This is an optimization exercise on Yosys and OpenROAD, whose aim is small area, a short achievable clock period and few clock cycles, not a production implementation.
Only simulation tests tie the RTL to the original design; equivalence was not proved.
No activity file was given, so power comes from the tool's default toggle rates.

File: run.sh
#!/bin/bash
# synth_recipe.tcl (not shown) runs the flow's synth.tcl, then flattens the netlist and writes it again
# the make line also repeats each setting of config.mk as NAME=value (left out here)
make -C /OpenROAD-flow-scripts/flow DESIGN_CONFIG=/design/flow/config.mk WORK_HOME=/design/flow/orfs CLKGATE_MAP_FILE= SYNTH_SCRIPT=/design/flow/synth_recipe.tcl finish
File: config.mk
export PLATFORM = sky130hd
export DESIGN_NAME = sparse_mac_top
export DESIGN_NICKNAME = sparse_mac_top
export VERILOG_FILES = /design/flow/design.v
export SDC_FILE = /design/flow/constraint.sdc
export NUM_CORES = 4
export LEC_CHECK = 0
export CAP_MARGIN = 20
export CORE_MARGIN = 2
export CORE_UTILIZATION = 40
export SETUP_SLACK_MARGIN = 4.0
export SLEW_MARGIN = 20
export SYNTH_HIERARCHICAL = 1
File: constraint.sdc
create_clock -name core_clock -period 7.0 [get_ports {mac_clk}]
set_input_delay 1.4000 -clock core_clock [delete_from_list [all_inputs] [get_ports {mac_clk}]]
set_output_delay 1.4000 -clock core_clock [all_outputs]
set_load 0.01 [all_outputs]
File: design.v
module csa_fa (
    input  a,
    input  b,
    input  c,
    output s,
    output co
);
assign s  = a ^ b ^ c;
assign co = (a & b) | (a & c) | (b & c);
endmodule
module csa_ha (
    input  a,
    input  b,
    output s,
    output co
);
assign s  = a ^ b;
assign co = a & b;
endmodule
module sparse_mac_top
#(
    parameter int NUM_DECODERS = 2,
    parameter int VALUE_W = 16,
    parameter int INDEX_W = 16,
    parameter int DECODER_FIFO_DEPTH = 16,
    parameter int ACCUM_W = 32
)
(
    input mac_clk,
    input mac_rst,
    input [NUM_DECODERS-1:0] sram_valid_i,
    output [NUM_DECODERS-1:0] sram_ready_o,
    input [NUM_DECODERS*(1+VALUE_W+INDEX_W)-1:0] sram_data_i,
    output mac_valid_o,
    output [ACCUM_W-1:0] mac_data_o
);
localparam int DATA_W = 1 + VALUE_W + INDEX_W;
logic [INDEX_W-1:0] skip0, skip1;
logic [VALUE_W-1:0] val0, val1;
logic in_done0, in_done1;
assign {in_done0, val0, skip0} = sram_data_i[0 +: DATA_W];
assign {in_done1, val1, skip1} = sram_data_i[DATA_W +: DATA_W];
logic hv0, hv1;               
logic hd0, hd1;               
logic [VALUE_W-1:0] hval0;
logic [7:0] b_one, b_two, b_neg;    
logic b_top;                        
logic [INDEX_W:0] diff;       
logic [31:0] acc_s, acc_c;    
logic [31:0] res;             
logic mq;                     
logic fin, both, d_zero, d_neg, pop0, pop1, match, take0, take1;
assign fin    = (hv0 & hd0) | (hv1 & hd1);
assign both   = hv0 & hv1 & ~fin;
assign d_zero = (diff == '0);
assign d_neg  = diff[INDEX_W];
assign pop0   = both & ~d_neg;
assign pop1   = both & (d_neg | d_zero);
assign match  = both & d_zero;
assign sram_ready_o[0] = ~fin & (~hv0 | pop0);
assign sram_ready_o[1] = ~fin & (~hv1 | pop1);
assign take0 = sram_valid_i[0] & sram_ready_o[0];
assign take1 = sram_valid_i[1] & sram_ready_o[1];
logic [INDEX_W:0] s1x, n0x, c10, c01, c11, x11, y11;
assign s1x = {1'b0, skip1};
assign n0x = ~{1'b0, skip0};                  
assign c10 = diff + s1x + 1'b1;
assign c01 = diff + n0x;
assign x11 = diff ^ s1x ^ n0x;
assign y11 = {(diff[INDEX_W-1:0] & s1x[INDEX_W-1:0]) | (diff[INDEX_W-1:0] & n0x[INDEX_W-1:0])
              | (s1x[INDEX_W-1:0] & n0x[INDEX_W-1:0]), 1'b1};
assign c11 = x11 + y11;
logic [7:0] e_one, e_two, e_neg;
always_comb begin
    for (int j = 0; j < 8; j++) begin
        logic hi, mid, lo;
        hi  = val1[2*j+1];
        mid = val1[2*j];
        lo  = (j == 0) ? 1'b0 : val1[2*j-1];
        e_one[j] = mid ^ lo;
        e_two[j] = (hi & ~mid & ~lo) | (~hi & mid & lo);
        e_neg[j] = hi;
    end
end
logic [16:0] bpp [8];
logic [15:0] bpp8;
always_comb begin
    for (int j = 0; j < 8; j++)
        for (int i = 0; i < 17; i++)
            bpp[j][i] = ((b_one[j] & ((i < 16) ? hval0[i] : 1'b0))
                       | (b_two[j] & ((i > 0) ? hval0[i-1] : 1'b0))) ^ b_neg[j];
    for (int i = 0; i < 16; i++)
        bpp8[i] = b_top & hval0[i];
end
logic [31:0] tree_s, tree_c;
logic mt_0, mt_1, mt_2, mt_3, mt_4, mt_5, mt_6, mt_7, mt_8, mt_9, mt_10, mt_11;
logic mt_12, mt_13, mt_14, mt_15, mt_16, mt_17, mt_18, mt_19, mt_20, mt_21, mt_22, mt_23;
logic mt_24, mt_25, mt_26, mt_27, mt_28, mt_29, mt_30, mt_31, mt_32, mt_33, mt_34, mt_35;
logic mt_36, mt_37, mt_38, mt_39, mt_40, mt_41, mt_42, mt_43, mt_44, mt_45, mt_46, mt_47;
logic mt_48, mt_49, mt_50, mt_51, mt_52, mt_53, mt_54, mt_55, mt_56, mt_57, mt_58, mt_59;
logic mt_60, mt_61, mt_62, mt_63, mt_64, mt_65, mt_66, mt_67, mt_68, mt_69, mt_70, mt_71;
logic mt_72, mt_73, mt_74, mt_75, mt_76, mt_77, mt_78, mt_79, mt_80, mt_81, mt_82, mt_83;
logic mt_84, mt_85, mt_86, mt_87, mt_88, mt_89, mt_90, mt_91, mt_92, mt_93, mt_94, mt_95;
logic mt_96, mt_97, mt_98, mt_99, mt_100, mt_101, mt_102, mt_103, mt_104, mt_105, mt_106, mt_107;
logic mt_108, mt_109, mt_110, mt_111, mt_112, mt_113, mt_114, mt_115, mt_116, mt_117, mt_118, mt_119;
logic mt_120, mt_121, mt_122, mt_123, mt_124, mt_125, mt_126, mt_127, mt_128, mt_129, mt_130, mt_131;
logic mt_132, mt_133, mt_134, mt_135, mt_136, mt_137, mt_138, mt_139, mt_140, mt_141, mt_142, mt_143;
logic mt_144, mt_145, mt_146, mt_147, mt_148, mt_149, mt_150, mt_151, mt_152, mt_153, mt_154, mt_155;
logic mt_156, mt_157, mt_158, mt_159, mt_160, mt_161, mt_162, mt_163, mt_164, mt_165, mt_166, mt_167;
logic mt_168, mt_169, mt_170, mt_171, mt_172, mt_173, mt_174, mt_175, mt_176, mt_177, mt_178, mt_179;
logic mt_180, mt_181, mt_182, mt_183, mt_184, mt_185, mt_186, mt_187, mt_188, mt_189, mt_190, mt_191;
logic mt_192, mt_193, mt_194, mt_195, mt_196, mt_197, mt_198, mt_199, mt_200, mt_201, mt_202, mt_203;
logic mt_204, mt_205, mt_206, mt_207, mt_208, mt_209, mt_210, mt_211, mt_212, mt_213, mt_214, mt_215;
logic mt_216, mt_217, mt_218, mt_219, mt_220, mt_221, mt_222, mt_223, mt_224, mt_225, mt_226, mt_227;
logic mt_228, mt_229, mt_230, mt_231, mt_232, mt_233, mt_234, mt_235, mt_236, mt_237, mt_238, mt_239;
logic mt_240, mt_241, mt_242, mt_243, mt_244, mt_245, mt_246, mt_247, mt_248, mt_249, mt_250, mt_251;
logic mt_252, mt_253, mt_254, mt_255, mt_256, mt_257, mt_258, mt_259, mt_260, mt_261, mt_262, mt_263;
logic mt_264, mt_265, mt_266, mt_267, mt_268, mt_269, mt_270, mt_271, mt_272, mt_273, mt_274, mt_275;
logic mt_276, mt_277, mt_278, mt_279, mt_280, mt_281, mt_282, mt_283, mt_284, mt_285, mt_286, mt_287;
logic mt_288, mt_289, mt_290, mt_291, mt_292, mt_293, mt_294, mt_295, mt_296, mt_297, mt_298, mt_299;
logic mt_300, mt_301, mt_302, mt_303, mt_304, mt_305, mt_306, mt_307, mt_308, mt_309, mt_310, mt_311;
logic mt_312, mt_313, mt_314, mt_315, mt_316, mt_317, mt_318, mt_319, mt_320, mt_321, mt_322, mt_323;
logic mt_324, mt_325, mt_326, mt_327, mt_328, mt_329, mt_330, mt_331, mt_332, mt_333, mt_334, mt_335;
logic mt_336, mt_337, mt_338, mt_339, mt_340, mt_341, mt_342, mt_343, mt_344, mt_345, mt_346, mt_347;
logic mt_348, mt_349, mt_350, mt_351, mt_352, mt_353, mt_354, mt_355, mt_356, mt_357, mt_358, mt_359;
logic mt_360, mt_361, mt_362, mt_363, mt_364, mt_365, mt_366, mt_367, mt_368, mt_369, mt_370, mt_371;
logic mt_372, mt_373, mt_374, mt_375, mt_376, mt_377, mt_378, mt_379, mt_380, mt_381, mt_382, mt_383;
logic mt_384, mt_385, mt_386, mt_387, mt_388, mt_389, mt_390, mt_391;
csa_ha u_mt_0 (.a(acc_s[12]), .b(acc_c[12]), .s(mt_0), .co(mt_1));
csa_ha u_mt_2 (.a(acc_s[13]), .b(acc_c[13]), .s(mt_2), .co(mt_3));
csa_fa u_mt_4 (.a(acc_s[14]), .b(acc_c[14]), .c(bpp[0][14]), .s(mt_4), .co(mt_5));
csa_ha u_mt_6 (.a(bpp[1][12]), .b(bpp[2][10]), .s(mt_6), .co(mt_7));
csa_fa u_mt_8 (.a(acc_s[15]), .b(acc_c[15]), .c(bpp[0][15]), .s(mt_8), .co(mt_9));
csa_ha u_mt_10 (.a(bpp[1][13]), .b(bpp[2][11]), .s(mt_10), .co(mt_11));
csa_fa u_mt_12 (.a(acc_s[16]), .b(acc_c[16]), .c(bpp[0][16]), .s(mt_12), .co(mt_13));
csa_fa u_mt_14 (.a(bpp[1][14]), .b(bpp[2][12]), .c(bpp[3][10]), .s(mt_14), .co(mt_15));
csa_fa u_mt_16 (.a(acc_s[17]), .b(acc_c[17]), .c(b_neg[0]), .s(mt_16), .co(mt_17));
csa_fa u_mt_18 (.a(bpp[1][15]), .b(bpp[2][13]), .c(bpp[3][11]), .s(mt_18), .co(mt_19));
csa_fa u_mt_20 (.a(acc_s[18]), .b(acc_c[18]), .c(b_neg[0]), .s(mt_20), .co(mt_21));
csa_fa u_mt_22 (.a(bpp[1][16]), .b(bpp[2][14]), .c(bpp[3][12]), .s(mt_22), .co(mt_23));
csa_fa u_mt_24 (.a(acc_s[19]), .b(acc_c[19]), .c(~b_neg[0]), .s(mt_24), .co(mt_25));
csa_fa u_mt_26 (.a(~b_neg[1]), .b(bpp[2][15]), .c(bpp[3][13]), .s(mt_26), .co(mt_27));
csa_fa u_mt_28 (.a(acc_s[20]), .b(acc_c[20]), .c(1'b1), .s(mt_28), .co(mt_29));
csa_ha u_mt_30 (.a(bpp[2][16]), .b(bpp[3][14]), .s(mt_30), .co(mt_31));
csa_fa u_mt_32 (.a(acc_s[21]), .b(acc_c[21]), .c(~b_neg[2]), .s(mt_32), .co(mt_33));
csa_ha u_mt_34 (.a(acc_s[22]), .b(acc_c[22]), .s(mt_34), .co(mt_35));
csa_ha u_mt_36 (.a(acc_s[6]), .b(acc_c[6]), .s(mt_36), .co(mt_37));
csa_ha u_mt_38 (.a(acc_s[7]), .b(acc_c[7]), .s(mt_38), .co(mt_39));
csa_fa u_mt_40 (.a(acc_s[8]), .b(acc_c[8]), .c(bpp[0][8]), .s(mt_40), .co(mt_41));
csa_ha u_mt_42 (.a(bpp[1][6]), .b(bpp[2][4]), .s(mt_42), .co(mt_43));
csa_fa u_mt_44 (.a(acc_s[9]), .b(acc_c[9]), .c(bpp[0][9]), .s(mt_44), .co(mt_45));
csa_ha u_mt_46 (.a(bpp[1][7]), .b(bpp[2][5]), .s(mt_46), .co(mt_47));
csa_fa u_mt_48 (.a(acc_s[10]), .b(acc_c[10]), .c(bpp[0][10]), .s(mt_48), .co(mt_49));
csa_fa u_mt_50 (.a(bpp[1][8]), .b(bpp[2][6]), .c(bpp[3][4]), .s(mt_50), .co(mt_51));
csa_ha u_mt_52 (.a(bpp[4][2]), .b(bpp[5][0]), .s(mt_52), .co(mt_53));
csa_fa u_mt_54 (.a(acc_s[11]), .b(acc_c[11]), .c(bpp[0][11]), .s(mt_54), .co(mt_55));
csa_fa u_mt_56 (.a(bpp[1][9]), .b(bpp[2][7]), .c(bpp[3][5]), .s(mt_56), .co(mt_57));
csa_ha u_mt_58 (.a(bpp[4][3]), .b(bpp[5][1]), .s(mt_58), .co(mt_59));
csa_fa u_mt_60 (.a(bpp[0][12]), .b(bpp[1][10]), .c(bpp[2][8]), .s(mt_60), .co(mt_61));
csa_fa u_mt_62 (.a(bpp[3][6]), .b(bpp[4][4]), .c(bpp[5][2]), .s(mt_62), .co(mt_63));
csa_fa u_mt_64 (.a(bpp[6][0]), .b(b_neg[6]), .c(mt_0), .s(mt_64), .co(mt_65));
csa_fa u_mt_66 (.a(bpp[0][13]), .b(bpp[1][11]), .c(bpp[2][9]), .s(mt_66), .co(mt_67));
csa_fa u_mt_68 (.a(bpp[3][7]), .b(bpp[4][5]), .c(bpp[5][3]), .s(mt_68), .co(mt_69));
csa_fa u_mt_70 (.a(bpp[6][1]), .b(mt_2), .c(mt_1), .s(mt_70), .co(mt_71));
csa_fa u_mt_72 (.a(bpp[3][8]), .b(bpp[4][6]), .c(bpp[5][4]), .s(mt_72), .co(mt_73));
csa_fa u_mt_74 (.a(bpp[6][2]), .b(bpp[7][0]), .c(b_neg[7]), .s(mt_74), .co(mt_75));
csa_fa u_mt_76 (.a(mt_4), .b(mt_6), .c(mt_3), .s(mt_76), .co(mt_77));
csa_fa u_mt_78 (.a(bpp[3][9]), .b(bpp[4][7]), .c(bpp[5][5]), .s(mt_78), .co(mt_79));
csa_fa u_mt_80 (.a(bpp[6][3]), .b(bpp[7][1]), .c(mt_8), .s(mt_80), .co(mt_81));
csa_fa u_mt_82 (.a(mt_10), .b(mt_5), .c(mt_7), .s(mt_82), .co(mt_83));
csa_fa u_mt_84 (.a(bpp[4][8]), .b(bpp[5][6]), .c(bpp[6][4]), .s(mt_84), .co(mt_85));
csa_fa u_mt_86 (.a(bpp[7][2]), .b(bpp8[0]), .c(mt_12), .s(mt_86), .co(mt_87));
csa_fa u_mt_88 (.a(mt_14), .b(mt_9), .c(mt_11), .s(mt_88), .co(mt_89));
csa_fa u_mt_90 (.a(bpp[4][9]), .b(bpp[5][7]), .c(bpp[6][5]), .s(mt_90), .co(mt_91));
csa_fa u_mt_92 (.a(bpp[7][3]), .b(bpp8[1]), .c(mt_16), .s(mt_92), .co(mt_93));
csa_fa u_mt_94 (.a(mt_18), .b(mt_13), .c(mt_15), .s(mt_94), .co(mt_95));
csa_fa u_mt_96 (.a(bpp[4][10]), .b(bpp[5][8]), .c(bpp[6][6]), .s(mt_96), .co(mt_97));
csa_fa u_mt_98 (.a(bpp[7][4]), .b(bpp8[2]), .c(mt_20), .s(mt_98), .co(mt_99));
csa_fa u_mt_100 (.a(mt_22), .b(mt_17), .c(mt_19), .s(mt_100), .co(mt_101));
csa_fa u_mt_102 (.a(bpp[4][11]), .b(bpp[5][9]), .c(bpp[6][7]), .s(mt_102), .co(mt_103));
csa_fa u_mt_104 (.a(bpp[7][5]), .b(bpp8[3]), .c(mt_24), .s(mt_104), .co(mt_105));
csa_fa u_mt_106 (.a(mt_26), .b(mt_21), .c(mt_23), .s(mt_106), .co(mt_107));
csa_fa u_mt_108 (.a(bpp[4][12]), .b(bpp[5][10]), .c(bpp[6][8]), .s(mt_108), .co(mt_109));
csa_fa u_mt_110 (.a(bpp[7][6]), .b(bpp8[4]), .c(mt_28), .s(mt_110), .co(mt_111));
csa_fa u_mt_112 (.a(mt_30), .b(mt_25), .c(mt_27), .s(mt_112), .co(mt_113));
csa_fa u_mt_114 (.a(bpp[3][15]), .b(bpp[4][13]), .c(bpp[5][11]), .s(mt_114), .co(mt_115));
csa_fa u_mt_116 (.a(bpp[6][9]), .b(bpp[7][7]), .c(bpp8[5]), .s(mt_116), .co(mt_117));
csa_fa u_mt_118 (.a(mt_32), .b(mt_29), .c(mt_31), .s(mt_118), .co(mt_119));
csa_fa u_mt_120 (.a(1'b1), .b(bpp[3][16]), .c(bpp[4][14]), .s(mt_120), .co(mt_121));
csa_fa u_mt_122 (.a(bpp[5][12]), .b(bpp[6][10]), .c(bpp[7][8]), .s(mt_122), .co(mt_123));
csa_fa u_mt_124 (.a(bpp8[6]), .b(mt_34), .c(mt_33), .s(mt_124), .co(mt_125));
csa_fa u_mt_126 (.a(acc_s[23]), .b(acc_c[23]), .c(~b_neg[3]), .s(mt_126), .co(mt_127));
csa_fa u_mt_128 (.a(bpp[4][15]), .b(bpp[5][13]), .c(bpp[6][11]), .s(mt_128), .co(mt_129));
csa_fa u_mt_130 (.a(bpp[7][9]), .b(bpp8[7]), .c(mt_35), .s(mt_130), .co(mt_131));
csa_fa u_mt_132 (.a(acc_s[24]), .b(acc_c[24]), .c(1'b1), .s(mt_132), .co(mt_133));
csa_fa u_mt_134 (.a(bpp[4][16]), .b(bpp[5][14]), .c(bpp[6][12]), .s(mt_134), .co(mt_135));
csa_ha u_mt_136 (.a(bpp[7][10]), .b(bpp8[8]), .s(mt_136), .co(mt_137));
csa_fa u_mt_138 (.a(acc_s[25]), .b(acc_c[25]), .c(~b_neg[4]), .s(mt_138), .co(mt_139));
csa_fa u_mt_140 (.a(bpp[5][15]), .b(bpp[6][13]), .c(bpp[7][11]), .s(mt_140), .co(mt_141));
csa_fa u_mt_142 (.a(acc_s[26]), .b(acc_c[26]), .c(1'b1), .s(mt_142), .co(mt_143));
csa_ha u_mt_144 (.a(bpp[5][16]), .b(bpp[6][14]), .s(mt_144), .co(mt_145));
csa_fa u_mt_146 (.a(acc_s[27]), .b(acc_c[27]), .c(~b_neg[5]), .s(mt_146), .co(mt_147));
csa_ha u_mt_148 (.a(acc_s[28]), .b(acc_c[28]), .s(mt_148), .co(mt_149));
csa_ha u_mt_150 (.a(acc_s[2]), .b(acc_c[2]), .s(mt_150), .co(mt_151));
csa_ha u_mt_152 (.a(acc_s[3]), .b(acc_c[3]), .s(mt_152), .co(mt_153));
csa_fa u_mt_154 (.a(acc_s[4]), .b(acc_c[4]), .c(bpp[0][4]), .s(mt_154), .co(mt_155));
csa_ha u_mt_156 (.a(bpp[1][2]), .b(bpp[2][0]), .s(mt_156), .co(mt_157));
csa_fa u_mt_158 (.a(acc_s[5]), .b(acc_c[5]), .c(bpp[0][5]), .s(mt_158), .co(mt_159));
csa_ha u_mt_160 (.a(bpp[1][3]), .b(bpp[2][1]), .s(mt_160), .co(mt_161));
csa_fa u_mt_162 (.a(bpp[0][6]), .b(bpp[1][4]), .c(bpp[2][2]), .s(mt_162), .co(mt_163));
csa_fa u_mt_164 (.a(bpp[3][0]), .b(b_neg[3]), .c(mt_36), .s(mt_164), .co(mt_165));
csa_fa u_mt_166 (.a(bpp[0][7]), .b(bpp[1][5]), .c(bpp[2][3]), .s(mt_166), .co(mt_167));
csa_fa u_mt_168 (.a(bpp[3][1]), .b(mt_38), .c(mt_37), .s(mt_168), .co(mt_169));
csa_fa u_mt_170 (.a(bpp[3][2]), .b(bpp[4][0]), .c(b_neg[4]), .s(mt_170), .co(mt_171));
csa_fa u_mt_172 (.a(mt_40), .b(mt_42), .c(mt_39), .s(mt_172), .co(mt_173));
csa_fa u_mt_174 (.a(bpp[3][3]), .b(bpp[4][1]), .c(mt_44), .s(mt_174), .co(mt_175));
csa_fa u_mt_176 (.a(mt_46), .b(mt_41), .c(mt_43), .s(mt_176), .co(mt_177));
csa_fa u_mt_178 (.a(b_neg[5]), .b(mt_48), .c(mt_50), .s(mt_178), .co(mt_179));
csa_fa u_mt_180 (.a(mt_52), .b(mt_45), .c(mt_47), .s(mt_180), .co(mt_181));
csa_fa u_mt_182 (.a(mt_54), .b(mt_56), .c(mt_58), .s(mt_182), .co(mt_183));
csa_fa u_mt_184 (.a(mt_49), .b(mt_51), .c(mt_53), .s(mt_184), .co(mt_185));
csa_fa u_mt_186 (.a(mt_60), .b(mt_62), .c(mt_64), .s(mt_186), .co(mt_187));
csa_fa u_mt_188 (.a(mt_55), .b(mt_57), .c(mt_59), .s(mt_188), .co(mt_189));
csa_fa u_mt_190 (.a(mt_66), .b(mt_68), .c(mt_70), .s(mt_190), .co(mt_191));
csa_fa u_mt_192 (.a(mt_61), .b(mt_63), .c(mt_65), .s(mt_192), .co(mt_193));
csa_fa u_mt_194 (.a(mt_72), .b(mt_74), .c(mt_76), .s(mt_194), .co(mt_195));
csa_fa u_mt_196 (.a(mt_67), .b(mt_69), .c(mt_71), .s(mt_196), .co(mt_197));
csa_fa u_mt_198 (.a(mt_78), .b(mt_80), .c(mt_82), .s(mt_198), .co(mt_199));
csa_fa u_mt_200 (.a(mt_73), .b(mt_75), .c(mt_77), .s(mt_200), .co(mt_201));
csa_fa u_mt_202 (.a(mt_84), .b(mt_86), .c(mt_88), .s(mt_202), .co(mt_203));
csa_fa u_mt_204 (.a(mt_79), .b(mt_81), .c(mt_83), .s(mt_204), .co(mt_205));
csa_fa u_mt_206 (.a(mt_90), .b(mt_92), .c(mt_94), .s(mt_206), .co(mt_207));
csa_fa u_mt_208 (.a(mt_85), .b(mt_87), .c(mt_89), .s(mt_208), .co(mt_209));
csa_fa u_mt_210 (.a(mt_96), .b(mt_98), .c(mt_100), .s(mt_210), .co(mt_211));
csa_fa u_mt_212 (.a(mt_91), .b(mt_93), .c(mt_95), .s(mt_212), .co(mt_213));
csa_fa u_mt_214 (.a(mt_102), .b(mt_104), .c(mt_106), .s(mt_214), .co(mt_215));
csa_fa u_mt_216 (.a(mt_97), .b(mt_99), .c(mt_101), .s(mt_216), .co(mt_217));
csa_fa u_mt_218 (.a(mt_108), .b(mt_110), .c(mt_112), .s(mt_218), .co(mt_219));
csa_fa u_mt_220 (.a(mt_103), .b(mt_105), .c(mt_107), .s(mt_220), .co(mt_221));
csa_fa u_mt_222 (.a(mt_114), .b(mt_116), .c(mt_118), .s(mt_222), .co(mt_223));
csa_fa u_mt_224 (.a(mt_109), .b(mt_111), .c(mt_113), .s(mt_224), .co(mt_225));
csa_fa u_mt_226 (.a(mt_120), .b(mt_122), .c(mt_124), .s(mt_226), .co(mt_227));
csa_fa u_mt_228 (.a(mt_115), .b(mt_117), .c(mt_119), .s(mt_228), .co(mt_229));
csa_fa u_mt_230 (.a(mt_126), .b(mt_128), .c(mt_130), .s(mt_230), .co(mt_231));
csa_fa u_mt_232 (.a(mt_121), .b(mt_123), .c(mt_125), .s(mt_232), .co(mt_233));
csa_fa u_mt_234 (.a(mt_132), .b(mt_134), .c(mt_136), .s(mt_234), .co(mt_235));
csa_fa u_mt_236 (.a(mt_127), .b(mt_129), .c(mt_131), .s(mt_236), .co(mt_237));
csa_fa u_mt_238 (.a(bpp8[9]), .b(mt_138), .c(mt_140), .s(mt_238), .co(mt_239));
csa_fa u_mt_240 (.a(mt_133), .b(mt_135), .c(mt_137), .s(mt_240), .co(mt_241));
csa_fa u_mt_242 (.a(bpp[7][12]), .b(bpp8[10]), .c(mt_142), .s(mt_242), .co(mt_243));
csa_fa u_mt_244 (.a(mt_144), .b(mt_139), .c(mt_141), .s(mt_244), .co(mt_245));
csa_fa u_mt_246 (.a(bpp[6][15]), .b(bpp[7][13]), .c(bpp8[11]), .s(mt_246), .co(mt_247));
csa_fa u_mt_248 (.a(mt_146), .b(mt_143), .c(mt_145), .s(mt_248), .co(mt_249));
csa_fa u_mt_250 (.a(1'b1), .b(bpp[6][16]), .c(bpp[7][14]), .s(mt_250), .co(mt_251));
csa_fa u_mt_252 (.a(bpp8[12]), .b(mt_148), .c(mt_147), .s(mt_252), .co(mt_253));
csa_fa u_mt_254 (.a(acc_s[29]), .b(acc_c[29]), .c(~b_neg[6]), .s(mt_254), .co(mt_255));
csa_fa u_mt_256 (.a(bpp[7][15]), .b(bpp8[13]), .c(mt_149), .s(mt_256), .co(mt_257));
csa_fa u_mt_258 (.a(acc_s[30]), .b(acc_c[30]), .c(1'b1), .s(mt_258), .co(mt_259));
csa_ha u_mt_260 (.a(bpp[7][16]), .b(bpp8[14]), .s(mt_260), .co(mt_261));
csa_fa u_mt_262 (.a(acc_s[31]), .b(acc_c[31]), .c(~b_neg[7]), .s(mt_262), .co(mt_263));
csa_ha u_mt_264 (.a(acc_s[0]), .b(acc_c[0]), .s(mt_264), .co(mt_265));
csa_ha u_mt_266 (.a(acc_s[1]), .b(acc_c[1]), .s(mt_266), .co(mt_267));
csa_fa u_mt_268 (.a(bpp[0][2]), .b(bpp[1][0]), .c(b_neg[1]), .s(mt_268), .co(mt_269));
csa_fa u_mt_270 (.a(bpp[0][3]), .b(bpp[1][1]), .c(mt_152), .s(mt_270), .co(mt_271));
csa_fa u_mt_272 (.a(b_neg[2]), .b(mt_154), .c(mt_156), .s(mt_272), .co(mt_273));
csa_fa u_mt_274 (.a(mt_158), .b(mt_160), .c(mt_155), .s(mt_274), .co(mt_275));
csa_fa u_mt_276 (.a(mt_162), .b(mt_164), .c(mt_159), .s(mt_276), .co(mt_277));
csa_fa u_mt_278 (.a(mt_166), .b(mt_168), .c(mt_163), .s(mt_278), .co(mt_279));
csa_fa u_mt_280 (.a(mt_170), .b(mt_172), .c(mt_167), .s(mt_280), .co(mt_281));
csa_fa u_mt_282 (.a(mt_174), .b(mt_176), .c(mt_171), .s(mt_282), .co(mt_283));
csa_fa u_mt_284 (.a(mt_178), .b(mt_180), .c(mt_175), .s(mt_284), .co(mt_285));
csa_fa u_mt_286 (.a(mt_182), .b(mt_184), .c(mt_179), .s(mt_286), .co(mt_287));
csa_fa u_mt_288 (.a(mt_186), .b(mt_188), .c(mt_183), .s(mt_288), .co(mt_289));
csa_fa u_mt_290 (.a(mt_190), .b(mt_192), .c(mt_187), .s(mt_290), .co(mt_291));
csa_fa u_mt_292 (.a(mt_194), .b(mt_196), .c(mt_191), .s(mt_292), .co(mt_293));
csa_fa u_mt_294 (.a(mt_198), .b(mt_200), .c(mt_195), .s(mt_294), .co(mt_295));
csa_fa u_mt_296 (.a(mt_202), .b(mt_204), .c(mt_199), .s(mt_296), .co(mt_297));
csa_fa u_mt_298 (.a(mt_206), .b(mt_208), .c(mt_203), .s(mt_298), .co(mt_299));
csa_fa u_mt_300 (.a(mt_210), .b(mt_212), .c(mt_207), .s(mt_300), .co(mt_301));
csa_fa u_mt_302 (.a(mt_214), .b(mt_216), .c(mt_211), .s(mt_302), .co(mt_303));
csa_fa u_mt_304 (.a(mt_218), .b(mt_220), .c(mt_215), .s(mt_304), .co(mt_305));
csa_fa u_mt_306 (.a(mt_222), .b(mt_224), .c(mt_219), .s(mt_306), .co(mt_307));
csa_fa u_mt_308 (.a(mt_226), .b(mt_228), .c(mt_223), .s(mt_308), .co(mt_309));
csa_fa u_mt_310 (.a(mt_230), .b(mt_232), .c(mt_227), .s(mt_310), .co(mt_311));
csa_fa u_mt_312 (.a(mt_234), .b(mt_236), .c(mt_231), .s(mt_312), .co(mt_313));
csa_fa u_mt_314 (.a(mt_238), .b(mt_240), .c(mt_235), .s(mt_314), .co(mt_315));
csa_fa u_mt_316 (.a(mt_242), .b(mt_244), .c(mt_239), .s(mt_316), .co(mt_317));
csa_fa u_mt_318 (.a(mt_246), .b(mt_248), .c(mt_243), .s(mt_318), .co(mt_319));
csa_fa u_mt_320 (.a(mt_250), .b(mt_252), .c(mt_247), .s(mt_320), .co(mt_321));
csa_fa u_mt_322 (.a(mt_254), .b(mt_256), .c(mt_251), .s(mt_322), .co(mt_323));
csa_fa u_mt_324 (.a(mt_258), .b(mt_260), .c(mt_255), .s(mt_324), .co(mt_325));
csa_fa u_mt_326 (.a(bpp8[15]), .b(mt_262), .c(mt_259), .s(mt_326), .co(mt_327));
csa_ha u_mt_328 (.a(bpp[0][0]), .b(b_neg[0]), .s(mt_328), .co(mt_329));
csa_fa u_mt_330 (.a(bpp[0][1]), .b(mt_266), .c(mt_265), .s(mt_330), .co(mt_331));
csa_fa u_mt_332 (.a(mt_150), .b(mt_268), .c(mt_267), .s(mt_332), .co(mt_333));
csa_fa u_mt_334 (.a(mt_151), .b(mt_270), .c(mt_269), .s(mt_334), .co(mt_335));
csa_fa u_mt_336 (.a(mt_153), .b(mt_272), .c(mt_271), .s(mt_336), .co(mt_337));
csa_fa u_mt_338 (.a(mt_157), .b(mt_274), .c(mt_273), .s(mt_338), .co(mt_339));
csa_fa u_mt_340 (.a(mt_161), .b(mt_276), .c(mt_275), .s(mt_340), .co(mt_341));
csa_fa u_mt_342 (.a(mt_165), .b(mt_278), .c(mt_277), .s(mt_342), .co(mt_343));
csa_fa u_mt_344 (.a(mt_169), .b(mt_280), .c(mt_279), .s(mt_344), .co(mt_345));
csa_fa u_mt_346 (.a(mt_173), .b(mt_282), .c(mt_281), .s(mt_346), .co(mt_347));
csa_fa u_mt_348 (.a(mt_177), .b(mt_284), .c(mt_283), .s(mt_348), .co(mt_349));
csa_fa u_mt_350 (.a(mt_181), .b(mt_286), .c(mt_285), .s(mt_350), .co(mt_351));
csa_fa u_mt_352 (.a(mt_185), .b(mt_288), .c(mt_287), .s(mt_352), .co(mt_353));
csa_fa u_mt_354 (.a(mt_189), .b(mt_290), .c(mt_289), .s(mt_354), .co(mt_355));
csa_fa u_mt_356 (.a(mt_193), .b(mt_292), .c(mt_291), .s(mt_356), .co(mt_357));
csa_fa u_mt_358 (.a(mt_197), .b(mt_294), .c(mt_293), .s(mt_358), .co(mt_359));
csa_fa u_mt_360 (.a(mt_201), .b(mt_296), .c(mt_295), .s(mt_360), .co(mt_361));
csa_fa u_mt_362 (.a(mt_205), .b(mt_298), .c(mt_297), .s(mt_362), .co(mt_363));
csa_fa u_mt_364 (.a(mt_209), .b(mt_300), .c(mt_299), .s(mt_364), .co(mt_365));
csa_fa u_mt_366 (.a(mt_213), .b(mt_302), .c(mt_301), .s(mt_366), .co(mt_367));
csa_fa u_mt_368 (.a(mt_217), .b(mt_304), .c(mt_303), .s(mt_368), .co(mt_369));
csa_fa u_mt_370 (.a(mt_221), .b(mt_306), .c(mt_305), .s(mt_370), .co(mt_371));
csa_fa u_mt_372 (.a(mt_225), .b(mt_308), .c(mt_307), .s(mt_372), .co(mt_373));
csa_fa u_mt_374 (.a(mt_229), .b(mt_310), .c(mt_309), .s(mt_374), .co(mt_375));
csa_fa u_mt_376 (.a(mt_233), .b(mt_312), .c(mt_311), .s(mt_376), .co(mt_377));
csa_fa u_mt_378 (.a(mt_237), .b(mt_314), .c(mt_313), .s(mt_378), .co(mt_379));
csa_fa u_mt_380 (.a(mt_241), .b(mt_316), .c(mt_315), .s(mt_380), .co(mt_381));
csa_fa u_mt_382 (.a(mt_245), .b(mt_318), .c(mt_317), .s(mt_382), .co(mt_383));
csa_fa u_mt_384 (.a(mt_249), .b(mt_320), .c(mt_319), .s(mt_384), .co(mt_385));
csa_fa u_mt_386 (.a(mt_253), .b(mt_322), .c(mt_321), .s(mt_386), .co(mt_387));
csa_fa u_mt_388 (.a(mt_257), .b(mt_324), .c(mt_323), .s(mt_388), .co(mt_389));
csa_fa u_mt_390 (.a(mt_261), .b(mt_326), .c(mt_325), .s(mt_390), .co(mt_391));
assign tree_s[0] = mt_264;
assign tree_c[0] = mt_328;
assign tree_s[1] = mt_330;
assign tree_c[1] = mt_329;
assign tree_s[2] = mt_332;
assign tree_c[2] = mt_331;
assign tree_s[3] = mt_334;
assign tree_c[3] = mt_333;
assign tree_s[4] = mt_336;
assign tree_c[4] = mt_335;
assign tree_s[5] = mt_338;
assign tree_c[5] = mt_337;
assign tree_s[6] = mt_340;
assign tree_c[6] = mt_339;
assign tree_s[7] = mt_342;
assign tree_c[7] = mt_341;
assign tree_s[8] = mt_344;
assign tree_c[8] = mt_343;
assign tree_s[9] = mt_346;
assign tree_c[9] = mt_345;
assign tree_s[10] = mt_348;
assign tree_c[10] = mt_347;
assign tree_s[11] = mt_350;
assign tree_c[11] = mt_349;
assign tree_s[12] = mt_352;
assign tree_c[12] = mt_351;
assign tree_s[13] = mt_354;
assign tree_c[13] = mt_353;
assign tree_s[14] = mt_356;
assign tree_c[14] = mt_355;
assign tree_s[15] = mt_358;
assign tree_c[15] = mt_357;
assign tree_s[16] = mt_360;
assign tree_c[16] = mt_359;
assign tree_s[17] = mt_362;
assign tree_c[17] = mt_361;
assign tree_s[18] = mt_364;
assign tree_c[18] = mt_363;
assign tree_s[19] = mt_366;
assign tree_c[19] = mt_365;
assign tree_s[20] = mt_368;
assign tree_c[20] = mt_367;
assign tree_s[21] = mt_370;
assign tree_c[21] = mt_369;
assign tree_s[22] = mt_372;
assign tree_c[22] = mt_371;
assign tree_s[23] = mt_374;
assign tree_c[23] = mt_373;
assign tree_s[24] = mt_376;
assign tree_c[24] = mt_375;
assign tree_s[25] = mt_378;
assign tree_c[25] = mt_377;
assign tree_s[26] = mt_380;
assign tree_c[26] = mt_379;
assign tree_s[27] = mt_382;
assign tree_c[27] = mt_381;
assign tree_s[28] = mt_384;
assign tree_c[28] = mt_383;
assign tree_s[29] = mt_386;
assign tree_c[29] = mt_385;
assign tree_s[30] = mt_388;
assign tree_c[30] = mt_387;
assign tree_s[31] = mt_390;
assign tree_c[31] = mt_389;
always_ff @(posedge mac_clk or negedge mac_rst) begin
    if (~mac_rst) begin
        hv0   <= 1'b0;
        hv1   <= 1'b0;
        diff  <= '0;
        acc_s <= '0;
        acc_c <= '0;
        mq    <= 1'b0;
    end else begin
        hv0 <= take0 | (hv0 & ~pop0);
        hv1 <= take1 | (hv1 & ~pop1);
        case ({take1, take0})
            2'b00: diff <= diff;
            2'b01: diff <= c01;
            2'b10: diff <= c10;
            2'b11: diff <= c11;
        endcase
        mq <= match;
        if (match) begin
            acc_s <= tree_s;
            acc_c <= tree_c;
        end
    end
end
always_ff @(posedge mac_clk) begin
    res <= acc_s + acc_c;
    if (take0) begin
        hval0 <= val0;
        hd0   <= in_done0;
    end
    if (take1) begin
        b_one <= e_one;
        b_two <= e_two;
        b_neg <= e_neg;
        b_top <= val1[15];
        hd1   <= in_done1;
    end
end
assign mac_valid_o = fin & ~mq;
assign mac_data_o  = res;
endmodule
==> results of run 1 <==
[state kept, by name, summed over array words and instances, names as in the netlist]
signal,flops
acc_c,32
acc_s,32
b_neg,7
b_one,8
b_top,1
b_two,8
diff,17
hd0,1
hd1,1
hv0,1
hv1,1
hval0,16
mq,1
res,32
[metal layers]
metal / part of all wire / GRT usage / up-vias
li1: - / - / 5687
met1: 0.44 / 0.298 / 6354
met2: 0.49 / 0.364 / 335
met3: 0.047 / 0.0307 / 60
met4: 0.026 / 0.0740 / 0
met5: 0 / 0 / -
[layout by cell type, fill, tap and decap left out, drive strengths merged, types with 21 or more instances in the layout]
cell type and count:
ha 101, clkbuf 30, xnor2 179, a21o 21, o21ai 52, a22oi 122, dfrtp 84, nor2 57
mux2 62, xor2 25, dfxtp 32, a21oi 64, clkdlybuf4s50 73, edfxtp 42, buf 168, inv 111
fa 193, nand2 62
[per-module statistics from Yosys, one instance, submodules excluded]
module	cells	times used	cell area (sq um)	flip-flops and latches
csa_fa	1	173	20.0	0
csa_ha	1	23	12.5	0
sparse_mac_top	1338	1	12400	158
[critical path, delay by kind of cell (launching register included)]
| kind | cells | cell delay (ns) |
|---|---|---|
| XOR/XNOR | 1 | 0.14 |
| AO/OA/AOI/OAI | 1 | 0.18 |
| flip-flops | 1 | 0.55 |
| adder cells (fa/ha/maj) | 5 | 2.40 |
| multiplexers | 1 | 0.26 |
| buffers and inverters | 1 | 0.21 |
[kinds of logic after synthesis]
logic type               after synthesis  synth area share
AO/OA/AOI/OAI                        370             0.158
adder cells (fa/ha/maj)              294             0.317
AND/OR/NAND/NOR                      224            0.0687
buffers and inverters                217            0.0516
XOR/XNOR                             204             0.111
flip-flops                           158             0.248
multiplexers                          66            0.0464
other                                  1          0.000232
[final timing paths]
check / startpoint / endpoint
worst max-delay path: hval0[12] / acc_s[17]
worst min-delay path: acc_c[3] / acc_c[3]
worst max register to register: hval0[12] / acc_s[17]
worst min register to register: acc_c[3] / acc_c[3]
max in group asynchronous: mac_rst / diff[2]
min in group asynchronous: mac_rst / acc_c[19]
[per-stage QoR]
stage | area (sq um) | util | total power [mW] | setup WS [ns] | cells
floorplan | 16900 | - | 5.61 | 3.20 | 1539
global placement | 17900 | 0.449 | 6.82 | 2.61 | 2073
detailed placement | 17900 | 0.449 | 6.97 | 2.55 | 2073
CTS | 20600 | 0.517 | 8.69 | 3.16 | 2229
global route | 21200 | 0.533 | 10.0 | 3.07 | 2252
finish | 21200 | 0.533 | 9.03 | 3.15 | 2252
[layout make-up]
type / instances / area (sq um) / area share
multi-input combinational: 1164 / 12800 / 0.604
sequential: 158 / 4030 / 0.189
timing repair buffer: 263 / 2740 / 0.129
tap: 525 / 657 / 0.0309
clock buffer: 24 / 508 / 0.0239
inverter: 110 / 429 / 0.0202
clock inverter: 8 / 55.1 / 0.00259
[what timing repair did]
item | 4_1_cts | 5_1_grt
resized for setup | 250 | 127
pin swaps | 162 | 134
endpoints found under the setup margin | 101 | 82
buffers inserted | 124 | 23
[power groups by stage]
stage / clock (mW) / combinational (mW) / sequential [mW]
detailed placement: 0 / 5.61 / 1.36
global placement: 0 / 5.47 / 1.36
CTS: 0.941 / 6.55 / 1.20
floorplan: 0 / 4.47 / 1.14
global route: 0.975 / 7.84 / 1.21
finish: 0.919 / 6.91 / 1.21
==> metrics.yaml, run 1 <==
run_status:
  outcome: "complete, no violations"
synthesis:
  yosys.area.top_type: "fa_1"
  synth-async-reset-ratio: 0.532
  synth_flop_cell: "dfrtp_1"
  syn_area_sq_um: 16200
  yosysTopAreaCellShare: 0.239
  synth-seq-cells: 158
  synth_commonest_cells: "fa_1 (193), xnor2_1 (179), a22oi_1 (122), inv_1 (110), ha_1 (101)"
  seq_area_frac_synth: 0.248
  synthTopCellsByArea: "fa_1 (24%), dfrtp_1 (13%), xnor2_1 (9.7%)"
  yosysMostFrequentCell: "fa_1"
  ys_warn_count: 9
  yosysUniqueCellTypes: 66
  synth_edf_count: 42
  avgSynthCellArea_sq_um: 10.5
  netlist_instances: 1534
setup_path:
  worstPathRequired_ns: 7.34
  crit_path_top_delay_cell: "edfxtp_1"
  cp_cell_sequence: "buf_6, a22oi_2, xnor2_2, fa_2, fa_1, fa_2, fa_1, fa_2, mux2_4"
  r2r_slack_ns: 3.15
  crit_path_end_kind: "flop"
  criticalPathCategory: "reg2reg"
  worstRegToRegCells: 9
  cpMostUsedCell: "fa_2"
  critPathMaxFanout: 5
  critPathArrivalTime_ns: 4.19
  max_stage_delay_ns: 0.55
  startpoint_type: "flop"
drt:
  drtIter0Drc: 891
  postRouteAntennaNets: 0
  num_vias: 12400
  vias_per_cell: 5.52
  drc: 0
  wl_per_cell_microns: 19.6
  drt-total-wl_mm: 44.2
  firstDrtPassIters: 6
floorplan:
  num_rows: 73
  num_io_pins: 105
  die_w_microns: 205
  dieArea_sq_um: 42000
  dieHeight_microns: 205
  initial_core_util: 0.406
  core_sq_um: 39800
min_path:
  worst_hold_path.num_cells: 1
  min_path_type: "reg2reg"
power_and_ir_drop:
  vdd.ir_drop.worst_v: 0.000213
  net-switching-power_mw: 4.02
  power_per_cell_area_nw_per_um2: 425
  power_frac_seq: 0.133
  swShare: 0.446
  power_frac_clock: 0.102
  internal_power_mw: 5.01
  p_leak_nw: 8.86
  comb_power_share: 0.765
clock_network:
  numCtsBuffers: 17
  clk_latency_ns: 0.46
  clk_path_buf_depth: 2
  cts.clk_slew.worst_paths_ns: 0.07
  postCtsHoldBufs: 0
  cts-root-buf: "clkbuf_16"
  htree_levels: 4
  cts_sinks: 158
  cts_tree: "yes"
global_routing:
  grt_max_degree: 59
  antenna_found_initial: 0
  first_global_vias: 13300
  grt_pass1_wl_mm: 72.0
  grtUsageTotal: 0.221
  grt_remaining_overflow: 0
timing:
  min_period_ns: 3.85
  timing.fmax_mhz: 260
  finalHoldViolations: 0
  final.setup_skew_ns: 0.0129
  drv_slew: 0
  fin_setup_tns_ns: 0
  hold_ws_ns: 0.553
  slew_headroom: 0.458
  worstMarginPinSlew_ns: 0.812
  finalSetupViolCount: 0
  grt_setup_unrepaired: "yes"
  min_period_over_period: 0.550
place:
  hpwl_mm: 30.6
  gp_congestion: 0.857
  place.port_buffers: 104
layout:
  area_growth_pct: 31.4
  drive_above_1_share: 0.320
  fill_cells: 3541
  antenna_cells: 0
  fin_nets: 2078
run:
  max_cap_viol_count: 0
Testbench counts, summed over its fixed seeds: cycles 7,526.
==> run 2, diff against run 1 <==
--- a/config.mk
+++ b/config.mk
@@ -8,6 +8,6 @@
 export CAP_MARGIN = 20
 export CORE_MARGIN = 2
 export CORE_UTILIZATION = 40
-export SETUP_SLACK_MARGIN = 4.0
+export SETUP_SLACK_MARGIN = 3.0
 export SLEW_MARGIN = 20
 export SYNTH_HIERARCHICAL = 1
==> run 2 against run 1 <==
Net effect: via count decreased by 6.1%; utilization decreased by 6.8 points; sequential power rose by 7%; die area did not move; global-route usage fell by 2.0 points; wire length shrank 9.5%; power down 14%; highest routed layer is now met5; hold slack worse by 0.057 ns; area after synthesis unchanged; sequential share of layout area increased by 2.7 points.
==> metrics.yaml, run 2 <==
layout:
  top_regs: "acc_c (32), acc_s (32), res (32)"
  drive_above_1_share: 0.107  # -0.212
  fin_util: 0.465  # -0.0680
  final_cells: 2141  # -4.9%
  fin_nets: 1965  # -5.4%
  design_area_sq_um: 18500  # -13%
  most-common-layout-cells: "fa_1 (191), xnor2_1 (179), a22oi_1 (122), inv_1 (105), ha_1 (99)"
  area_growth_pct: 14.7
  mostFrequentLayoutCell: "fa_1"
setup_path:
  criticalPathCategory: "in2reg"
  worstRegToRegCells: 9  # unchanged
  worstPathRequired_ns: 7.37  # +0.03 ns
  rr_startpoint: "hval0[11]"
  critPathLaunch: "sram_data_i[40]"
  startpoint_type: "input port"
  r2r_end: "acc_s[16]"
  crit_path_end_kind: "flop"
  critPathCapture: "diff[16]"
  critPathMaxFanout: 4  # -1
  r2r_slack_ns: 3.14  # about the same
  critPathArrivalTime_ns: 4.28  # +0.09 ns
drt:
  wl_per_cell_microns: 18.7  # -4.8%
  num_vias: 11700  # -6.1%
  drtIter0Drc: 863  # -3.1%
  firstDrtPassIters: 8  # +2
  drc: 0  # unchanged
  vias_per_cell: 5.45  # -1.3%
  postRouteAntennaNets: 0  # unchanged
  drt-total-wl_mm: 39.9  # -9.5%
global_routing:
  grt_pass1_wl_mm: 65.6  # -8.9%
  antenna_found_initial: 3  # +3
  grt_max_degree: 60  # +1.7%
  grtUsageTotal: 0.201  # -0.0195
  grt_remaining_overflow: 0  # unchanged
  first_global_vias: 12200  # -7.9%
timing:
  final.setup_skew_ns: 0.00874  # -0.00417 ns
  slew_headroom: 0.263  # -0.195
  worstMarginPinSlew_ns: 1.10  # +0.292 ns
  min_period_over_period: 0.558  # +0.00797
  timing.fmax_mhz: 256  # -1.4%
  fin_ws_ns: 3.09  # -0.0558 ns
  grt_setup_unrepaired: "yes"
  hold_ws_ns: 0.496  # -0.0570 ns
  drv_slew: 0  # unchanged
  finalSetupViolCount: 0  # unchanged
  finalHoldViolations: 0  # unchanged
  min_period_ns: 3.91  # +0.0558 ns
  fin_setup_tns_ns: 0  # unchanged
place:
  placed_cell_area_sq_um: 17500  # -1.9%
  place.port_buffers: 104  # unchanged
  place_ws_ns: 2.15  # -0.402 ns
  hpwl_mm: 30.3  # -0.95%
  dp.cells: 2070  # -0.14%
  gp_congestion: 0.861  # +0.50%
clock_network:
  cts_sinks: 158  # unchanged
  cts_tree: "yes"
  clk_path_buf_depth: 2  # unchanged
  clk_latency_ns: 0.45  # about the same
  cts.clk_slew.worst_paths_ns: 0.06  # about the same
  htree_levels: 4  # unchanged
  postCtsHoldBufs: 0  # unchanged
  numCtsBuffers: 17  # unchanged
  cts-root-buf: "clkbuf_16"
floorplan:
  dieHeight_microns: 205  # unchanged
  initial_core_util: 0.406  # unchanged
  core_sq_um: 39800  # unchanged
  dieArea_sq_um: 42000  # unchanged
  num_rows: 73  # unchanged
  die_w_microns: 205  # unchanged
  num_io_pins: 105  # unchanged
synthesis:
  yosysMostFrequentCell: "fa_1"
  yosys.area.top_type: "fa_1"
  yosysUniqueCellTypes: 66  # unchanged
  synth_flop_cell: "dfrtp_1"
  netlist_instances: 1534  # unchanged
  avgSynthCellArea_sq_um: 10.5  # unchanged
  synth_commonest_cells: "fa_1 (193), xnor2_1 (179), a22oi_1 (122), inv_1 (110), ha_1 (101)"
  yosysTopAreaCellShare: 0.239  # unchanged
  synth-seq-cells: 158  # unchanged
  seq_area_frac_synth: 0.248  # unchanged
  synth_edf_count: 42  # unchanged
  synthTopCellsByArea: "fa_1 (24%), dfrtp_1 (13%), xnor2_1 (9.7%)"
  synth-async-reset-ratio: 0.532  # unchanged
  ys_warn_count: 9  # unchanged
  syn_area_sq_um: 16200  # unchanged
power_and_ir_drop:
  vdd.ir_drop.worst_v: 0.000237  # +11%
  finalPower_mw: 7.72  # -14%
  p_leak_nw: 7.99  # -9.9%
  power_per_cell_area_nw_per_um2: 417  # -2.0%
min_path:
  hold_start: "diff[16]"
  min_path_type: "reg2reg"
run_status:
  outcome: "complete, no violations"
run:
  max_cap_viol_count: 0  # unchanged
==> run 2: cell counts after synthesis <==
No cell type changed its count.
==> run 2: how the worst min path moves through the flow <==
| stage | end | depth (start not counted) |
|---|---|---|
| 2_1_floorplan | diff[16] | 1 |
| 3_3_place_gp | diff[16] | 1 |
| 3_5_place_dp | diff[16] | 1 |
| 4_1_cts | diff[16] | 1 |
| 5_1_grt | diff[16] | 1 |
| 6_report | diff[16] | 1 |
==> run 2: critical path, stage by stage <==
cell             delay, ns
clkdlybuf4s50_1       0.49
inv_1                 0.06
fa_1                  0.50
inv_1                 0.05
ha_1                  0.37
nand3_1               0.19
a21boi_0              0.28
nand2_1               0.14
a21oi_2               0.23
mux2i_1               0.10
o31ai_1               0.30
xor2_1                0.17
==> run 2: layout make-up <==
cell class,instances,area (sq um)
diodes,2,5.00
clock buffers,23,483
clock inverters,9,83.8
fillers,3777,21300
inverters,110,413
multi-input cells,1164,11500
flip-flops and latches,158,4000
well taps,525,657
repair buffers,150,1430
==> run 2: logic make-up after synthesis <==
family / count (synthesis) / share of synthesized area
buffers and inverters: 217 / 0.0516
and+or+nand+nor: 224 / 0.0687
adders and majority gates: 294 / 0.317
AOI/OAI and AO/OA: 370 / 0.158
other: 1 / 0.000232
DFF: 158 / 0.248
muxes: 66 / 0.0464
xor gates and xnor gates: 204 / 0.111
==> run 2: report_power, final <==
part,internal [mW],switching [mW],total (mW)
registers,1.06,0.225,1.29
logic,2.61,2.90,5.52
clock network,0.523,0.399,0.921
==> run 2: modules after synthesis (local to each module, per instance) <==
| module | cells | area, sq um |
|---|---|---|
| csa_fa | 1 | 20.0 |
| csa_ha | 1 | 12.5 |
| sparse_mac_top | 1338 | 12400 |
==> run 2: what timing repair did <==
action | 4_1_cts | 5_1_grt
endpoints found under the setup margin | 26 | 22
pin swaps | 4 | 11
gates resized for setup | 11 | 21
setup buffers | 31 | 5
==> run 2: per-layer routing <==
| metal | GRT usage | vias to the layer above | part of all wire |
|---|---|---|---|
| met5 | 0 | - | 0.00033 |
| met4 | 0.0570 | 2 | 0.015 |
| met3 | 0.0345 | 43 | 0.054 |
| met2 | 0.328 | 341 | 0.47 |
| met1 | 0.275 | 5828 | 0.46 |
| li1 | - | 5458 | - |
==> run 3, diff against run 2 <==
==> flow/run.sh (new file) <==
#!/bin/bash
set -euo pipefail
export BUFFER_PORTS_ARGS="-buffer_cell sky130_fd_sc_hd__buf_2"
bash standard.sh finish > flow_make.log 2>&1
==> standard.sh (new file) <==
#!/bin/bash
# synth_recipe.tcl (not shown) runs the flow's synth.tcl, then flattens the netlist and writes it again
# the make line also repeats each setting of config.mk as NAME=value (left out here)
make -C /OpenROAD-flow-scripts/flow DESIGN_CONFIG=/design/flow/config.mk WORK_HOME=/design/flow/orfs CLKGATE_MAP_FILE= SYNTH_SCRIPT=/design/flow/synth_recipe.tcl "${@:-finish}"
removed: run.sh
==> run 3 against run 2 <==
Net effect: via count up 0.42%; wire length is 0.52% higher; register-to-register slack worse by 0.04 ns; fmax increased by 0.11%; power decreased by 0.63%; combinational power decreased by 3%.
==> metrics.yaml, run 3 <==
synthesis:
  yosysUniqueCellTypes: 66  # unchanged
  ys_warn_count: 9  # unchanged
  synth-seq-cells: 158  # unchanged
  yosysMostFrequentCell: "fa_1"
  synth_flop_cell: "dfrtp_1"
  syn_area_sq_um: 16200  # unchanged
  avgSynthCellArea_sq_um: 10.5  # unchanged
  netlist_instances: 1534  # unchanged
  seq_area_frac_synth: 0.248  # unchanged
  synth_edf_count: 42  # unchanged
  synth-async-reset-ratio: 0.532  # unchanged
  yosysTopAreaCellShare: 0.239  # unchanged
  yosys.area.top_type: "fa_1"
  synth_commonest_cells: "fa_1 (193), xnor2_1 (179), a22oi_1 (122), inv_1 (110), ha_1 (101)"
  synthTopCellsByArea: "fa_1 (24%), dfrtp_1 (13%), xnor2_1 (9.7%)"
floorplan:
  dieArea_sq_um: 42000  # unchanged
  num_io_pins: 105  # unchanged
  num_rows: 73  # unchanged
  dieHeight_microns: 205  # unchanged
  die_w_microns: 205  # unchanged
  core_sq_um: 39800  # unchanged
  initial_core_util: 0.406  # unchanged
global_routing:
  first_global_vias: 12300  # +0.73%
  antenna_found_initial: 5  # +2
  use_met2: 0.327  # -0.00133
  grt_most_used_layer: "met2"
  met3_usage: 0.0404  # +0.00589
  grt_use_met1: 0.275  # +0.000424
  grt_remaining_overflow: 0  # unchanged
  grtUsageTotal: 0.203  # +0.00166
  grt_max_degree: 48  # -20%
  grt_pass1_wl_mm: 66.6  # +1.5%
setup_path:
  max_stage_delay_ns: 0.58  # +0.08 ns
  criticalPathCategory: "reg2reg"
  crit_family: "adder cells"
  cpMostUsedCell: "fa_1"
  startpoint_type: "flop"
  crit_path_end_kind: "flop"
  cp.depth: 8  # -4
  worstPathRequired_ns: 7.34  # -0.03 ns
  worstRegToRegCells: 8  # -1
  path_buf_inv: 0  # -3
  critPathMaxFanout: 7  # +3
  crit_path_top_delay_cell: "fa_1"
  critPathArrivalTime_ns: 4.24  # -0.04 ns
  cp_cell_sequence: "a22oi_1, xnor2_1, fa_1, fa_1, fa_1, fa_1, fa_1, mux2_2"
layout:
  top_regs: "acc_c (32), acc_s (32), res (32)"
  fin_nets: 1960  # -0.25%
  area_growth_pct: 10.9
  drive_above_1_share: 0.155  # +0.0476
  mostFrequentLayoutCell: "fa_1"
  most-common-layout-cells: "fa_1 (193), xnor2_1 (179), a22oi_1 (122), inv_1 (109), buf_2 (103)"
timing:
  finalSetupViolCount: 0  # unchanged
  fin_ws_ns: 3.10  # +0.00445 ns
  final.setup_skew_ns: 0.0127  # +0.00393 ns
  worstMarginPinSlew_ns: 1.15  # +0.0489 ns
  fin_setup_tns_ns: 0  # unchanged
  finalHoldViolations: 0  # unchanged
  min_period_ns: 3.90  # -0.00445 ns
  slew_headroom: 0.231  # -0.0326
  timing.fmax_mhz: 256  # +0.11%
  drv_slew: 0  # unchanged
  min_period_over_period: 0.558  # -0.000636
  grt_setup_unrepaired: "yes"
clock_network:
  numCtsBuffers: 17  # unchanged
  cts.clk_slew.worst_paths_ns: 0.06  # about the same
  cts_sinks: 158  # unchanged
  clk_path_buf_depth: 2  # unchanged
  cts-root-buf: "clkbuf_16"
  cts_tree: "yes"
  clk_latency_ns: 0.46  # about the same
  htree_levels: 4  # unchanged
drt:
  firstDrtPassIters: 8  # unchanged
  num_vias: 11700  # +0.42%
  drt-total-wl_mm: 40.2  # +0.52%
  vias_per_cell: 5.48  # +0.61%
  drtIter0Drc: 782  # -9.4%
  drc: 0  # unchanged
  postRouteAntennaNets: 0  # unchanged
  wl_per_cell_microns: 18.8  # +0.71%
place:
  gp_congestion: 0.848  # -1.5%
  place.port_buffers: 104  # unchanged
  place_ws_ns: 2.47  # +0.320 ns
  hpwl_mm: 30.4  # about the same
min_path:
  min_path_type: "reg2reg"
  worst_hold_path.num_cells: 1  # unchanged
power_and_ir_drop:
  vdd.ir_drop.worst_v: 0.000189  # -20%
  power_per_cell_area_nw_per_um2: 428  # +2.8%
  p_leak_nw: 8.03  # +0.55%
run:
  max_cap_viol_count: 0  # unchanged
run_status:
  outcome: "complete, no violations"
==> run 3: changes by cell type in the layout (fill, tap and decap cells not counted), sizes merged, moves of 2 or more <==
cell           before  now
dlygate4sd2         2    0
buf                47  145
clkdlybuf4s50      98    0
bufinv              1    3
clkinvlp            4    2
dlymetal6s2s        3    0
==> run 3: kinds of logic (layout without fill, tap and decap cells) <==
kind of cell | after synthesis | count (layout) | synth area share
AND/OR/NAND/NOR | 224 | 224 | 0.0687
buffers and inverters | 217 | 287 | 0.0516
XOR/XNOR | 204 | 204 | 0.111
AO/OA/AOI/OAI | 370 | 370 | 0.158
adder cells (fa/ha/maj) | 294 | 294 | 0.317
other | 1 | 9 | 0.000232
flip-flops | 158 | 158 | 0.248
multiplexers | 66 | 66 | 0.0464
==> run 3: cell type report <==
class                           count  area [sq um]
Antenna cell                        3          7.51
Sequential cell                   158          4000
Fill cell                        3842         21900
Tap cell                          525           657
Clock inverter                      9           130
Inverter                          110           413
Timing Repair Buffer              145           863
Multi-Input combinational cell   1164         11400
Clock buffer                       23           490
==> run 3: through the flow <==
| step | hold WS [ns] | util | instance area (sq um) | power, mW | instances |
|---|---|---|---|---|---|
| final | 0.503 | 0.450 | 17900 | 7.68 | 2137 |
| after CTS | 0.509 | 0.448 | 17800 | 7.74 | 2128 |
| after detailed placement | 0.500 | 0.428 | 17000 | 6.65 | 2072 |
| after floorplan | 0.449 | - | 16200 | 5.34 | 1539 |
| after global placement | 0.499 | 0.428 | 17000 | 6.53 | 2072 |
| after global routing | 0.520 | 0.450 | 17900 | 8.65 | 2136 |
==> run 3: Yosys stat by module (local to each module, per instance) <==
| module | area (sq um) | flops+latches | times used | cells |
|---|---|---|---|---|
| csa_ha | 12.5 | 0 | 23 | 1 |
| csa_fa | 20.0 | 0 | 173 | 1 |
| sparse_mac_top | 12400 | 158 | 1 | 1338 |
==> run 3: repair_timing <==
item / in CTS / in global routing
hold buffers: 0 / 0
pin swaps: 0 / 0
endpoints found under the hold margin: 0 / 0
setup buffers: 24 / 5
resized for setup: 1 / 1
cloned: 0 / 0
setup endpoints to repair: 14 / 8
==> run 3: worst register-to-register path, stage by stage (launching register included) <==
cell and delay, ns:
edfxtp_1 0.54, a22oi_1 0.27, xnor2_1 0.19, fa_1 0.51
fa_1 0.58, fa_1 0.45, fa_1 0.58, fa_1 0.42
mux2_2 0.27
==> run 3: layer usage <==
metal / vias up / part of all wire
met5: - / 0.00062
met4: 4 / 0.020
met3: 52 / 0.060
met2: 394 / 0.46
met1: 5834 / 0.46
li1: 5437 / -
==> run 3: path summary, 6_finish.rpt <==
kind | start | to | slack, ns
setup / recovery | hval0[12] | acc_s[16] | 3.10
hold / removal | diff[16] | diff[16] | 0.50
setup reg to reg | hval0[12] | acc_s[16] | 3.10
hold reg to reg | diff[16] | diff[16] | 0.50
max in group asynchronous | mac_rst | diff[2] | 5.00
min in group asynchronous | mac_rst | acc_s[18] | 0.91
==> run 3: where the power goes <==
part           leakage [nW]  switching [mW]  internal (mW)
combinational          5.96            2.86           2.52
clock                 0.298           0.406          0.604
sequential             1.77           0.220           1.06
==> run 4, diff against run 3 <==
==> flow/run.sh (replaced) <==
#!/bin/bash
set -euo pipefail
export BUFFER_PORTS_ARGS="-buffer_cell sky130_fd_sc_hd__buf_2"
export RECOVER_POWER=100
bash standard.sh finish > flow_make.log 2>&1
==> run 4 against run 3 <==
Net effect: the layout now fails its checks (max-capacitance violations, max-slew violations); final cell count did not move; area after synthesis did not move; clock skew about the same; combinational power barely moved; power shrank 0.11%; flip-flop and latch count is the same; first-iteration DRC count up 13%; clock-buffer cell count is the same; critical path type unchanged; critical endpoint is now acc_s[21].
==> metrics.yaml, run 4 <==
run_status:
  outcome: "finished with violations"
  violations: "max-capacitance violations, max-slew violations"
synthesis:
  seq_area_frac_synth: 0.248  # unchanged
  yosysMostFrequentCell: "fa_1"
  yosysUniqueCellTypes: 66  # unchanged
  synth_commonest_cells: "fa_1 (193), xnor2_1 (179), a22oi_1 (122), inv_1 (110), ha_1 (101)"
  syn_area_sq_um: 16200  # unchanged
  avgSynthCellArea_sq_um: 10.5  # unchanged
  synth-async-reset-ratio: 0.532  # unchanged
  netlist_instances: 1534  # unchanged
  synth-seq-cells: 158  # unchanged
  ys_warn_count: 9  # unchanged
  synthTopCellsByArea: "fa_1 (24%), dfrtp_1 (13%), xnor2_1 (9.7%)"
  yosysTopAreaCellShare: 0.239  # unchanged
  yosys.area.top_type: "fa_1"
  synth_edf_count: 42  # unchanged
  synth_flop_cell: "dfrtp_1"
layout:
  mostFrequentLayoutCell: "fa_1"
  area_growth_pct: 10.4
  design_area_sq_um: 17800  # -0.45%
  top_regs: "acc_c (32), acc_s (32), res (32)"
  drive_above_1_share: 0.120  # -0.0348
  fin_nets: 1960  # unchanged
  most-common-layout-cells: "fa_1 (193), xnor2_1 (179), a22oi_1 (122), inv_1 (110), ha_1 (101)"
floorplan:
  core_sq_um: 39800  # unchanged
  initial_core_util: 0.406  # unchanged
  dieArea_sq_um: 42000  # unchanged
  dieHeight_microns: 205  # unchanged
  die_w_microns: 205  # unchanged
  num_io_pins: 105  # unchanged
  num_rows: 73  # unchanged
clock_network:
  numCtsBuffers: 17  # unchanged
  cts_tree: "yes"
  cts.clk_slew.worst_paths_ns: 0.06  # about the same
  cts-root-buf: "clkbuf_16"
  cts_sinks: 158  # unchanged
  htree_levels: 4  # unchanged
  clk_path_buf_depth: 2  # unchanged
  postCtsHoldBufs: 0  # unchanged
  clk_latency_ns: 0.46  # about the same
power_and_ir_drop:
  p_leak_nw: 7.83  # -2.5%
  finalPower_mw: 7.67  # -0.11%
  power_per_cell_area_nw_per_um2: 430  # +0.35%
  vdd.ir_drop.worst_v: 0.000191  # +0.89%
timing:
  final.setup_skew_ns: 0.0123  # -0.000370 ns
  finalSetupViolCount: 0  # unchanged
  slew_headroom: -0.701  # -0.932
  hold_ws_ns: 0.502  # -0.000753 ns
  worstMarginPinSlew_ns: 2.55  # +1.40 ns
  grt_setup_unrepaired: "yes"
  finalHoldViolations: 0  # unchanged
  drv_slew: 123  # +123
  timing.fmax_mhz: 218  # -15%
  min_period_over_period: 0.656  # +0.0983
  min_period_ns: 4.59  # +0.688 ns
  fin_setup_tns_ns: 0  # unchanged
drt:
  vias_per_cell: 5.50  # +0.32%
  route.met2.wl_mm: 18.6  # -0.16%
  drc: 0  # unchanged
  postRouteAntennaNets: 0  # unchanged
  drtIter0Drc: 883  # +13%
  num_vias: 11800  # +0.32%
  drt-total-wl_mm: 40.2  # +0.15%
  maxUsedRoutingLayer: "met5"
  firstDrtPassIters: 6  # -2
  dr_wl_met3_mm: 2.53  # +5.4%
  wl_per_cell_microns: 18.8  # +0.15%
  wl_met1_mm: 18.1  # -1.1%
min_path:
  min_path_type: "reg2reg"
place:
  placed_cell_area_sq_um: 17000  # unchanged
  place.port_buffers: 104  # unchanged
  hpwl_mm: 30.4  # unchanged
  gp_congestion: 0.848  # unchanged
run:
  max_cap_viol_count: 3  # +3
setup_path:
  crit_family: "buffers and inverters"
  path_buf_inv: 1  # +1
  cp_cell_sequence: "nor4_1, and4_1, and3_1, clkbuf_1, mux2_2"
  crit_path_end_kind: "flop"
  worstPathRequired_ns: 7.33  # about the same
  criticalPathCategory: "reg2reg"
  crit_path_top_delay_cell: "clkbuf_1"
  max_stage_delay_ns: 1.87  # +1.29 ns
  critPathMaxFanout: 47  # +40
  critPathArrivalTime_ns: 4.92  # +0.68 ns
  startpoint_type: "flop"
global_routing:
  grt_max_degree: 48  # unchanged
  grtUsageTotal: 0.203  # unchanged
  first_global_vias: 12300  # unchanged
  grt_pass1_wl_mm: 66.6  # unchanged
  grt_remaining_overflow: 0  # unchanged
  antenna_found_initial: 5  # unchanged
==> run 4: cell count changes in the layout (fill, tap and decap cells not counted), sizes merged <==
cell,previous run,this run
buf,145,92
clkbuf,23,76
==> run 4: per-module statistics from Yosys, one instance, submodules excluded <==
module / copies in the design / cells
sparse_mac_top: 1 / 1338
csa_fa: 173 / 1
csa_ha: 23 / 1
==> run 4: report_power, final <==
group,internal (mW),total (mW),leakage [nW],switching (mW)
sequential,1.06,1.28,1.77,0.220
clock,0.604,1.01,0.298,0.408
combinational,2.52,5.37,5.76,2.85
==> run 4: per-layer routing <==
metal  up-vias  global-route usage
li1       5435                   -
met1      5863               0.275
met2       390               0.327
met3        67              0.0404
met4         4              0.0614
met5         -                   0
==> run 4: cell type report <==
| class | count | area (sq um) |
|---|---|---|
| fill | 3865 | 22000 |
| multi-input combinational | 1164 | 11300 |
| antenna | 3 | 7.51 |
| inverter | 110 | 413 |
| sequential | 158 | 4000 |
| timing repair buffer | 145 | 787 |
| clock inverter | 9 | 130 |
| clock buffer | 23 | 490 |
| tap | 525 | 657 |
==> run 4: timing repair <==
item / CTS / global route
endpoints found under the setup margin: 14 / 8
gates resized for setup: 1 / 1
buffers inserted: 24 / 5
hold endpoints to repair: 0 / 0
==> run 4: worst paths after layout <==
check	slack, ns	endpoint	startpoint	cells past startpoint
max reg2reg	2.41	acc_s[21]	diff[13]	5
max	2.41	acc_s[21]	diff[13]	5
min in group asynchronous	1.56	acc_s[18]	mac_rst	1
min reg2reg	0.50	diff[16]	diff[16]	1
max in group asynchronous	3.78	diff[2]	mac_rst	2
min	0.50	diff[16]	diff[16]	1
==> run 4: kinds of logic after synthesis <==
kind of cell | Yosys count | share of synthesized area
flops | 158 | 0.248
buf+inv | 217 | 0.0516
mux | 66 | 0.0464
compound gates | 370 | 0.158
other cells | 1 | 0.000232
xor+xnor | 204 | 0.111
fa+ha+maj | 294 | 0.317
simple gates | 224 | 0.0687
==> run 4: per-stage QoR <==
step | util | instances | worst slack (ns)
floorplan | - | 1539 | 3.00
global placement | 0.428 | 2072 | 2.54
detailed placement | 0.428 | 2072 | 2.47
CTS | 0.448 | 2128 | 2.98
global route | 0.448 | 2136 | 2.00
finish | 0.448 | 2137 | 2.41

[re-timing with driven ports]
The results above use ideal ports. As a check the final layouts listed here were re-extracted and re-timed, cells and wires unchanged. Step 1, drivers: a clkbuf_16 drives mac_clk and a buf_2 each remaining input, both assumed. Step 2 moves the port delays by t, midway between the first and last clock arrival at a register: inputs arrive t later, outputs are due t later. That takes back most of the time a late clock gives input paths. a / b / c = ideal / step 1 / step 2; a / b = the first two.
| run | t (ns) | setup slack, ns | worst setup path after step 2 |
|---|---|---|---|
| run 1 | 0.504 | 3.147 / 3.147 / 3.003 | input to register |
| run 2 | 0.497 | 3.091 / 3.120 / 2.622 | input to register |
| run 3 | 0.506 | 3.096 / 3.096 / 2.795 | input to register |
| run 4 | 0.506 | 2.408 / 2.408 / 2.306 | input to register |
The setup slack of run 2, which loses most, moves by +0.029 ns with the drivers and by -0.469 ns with both steps.
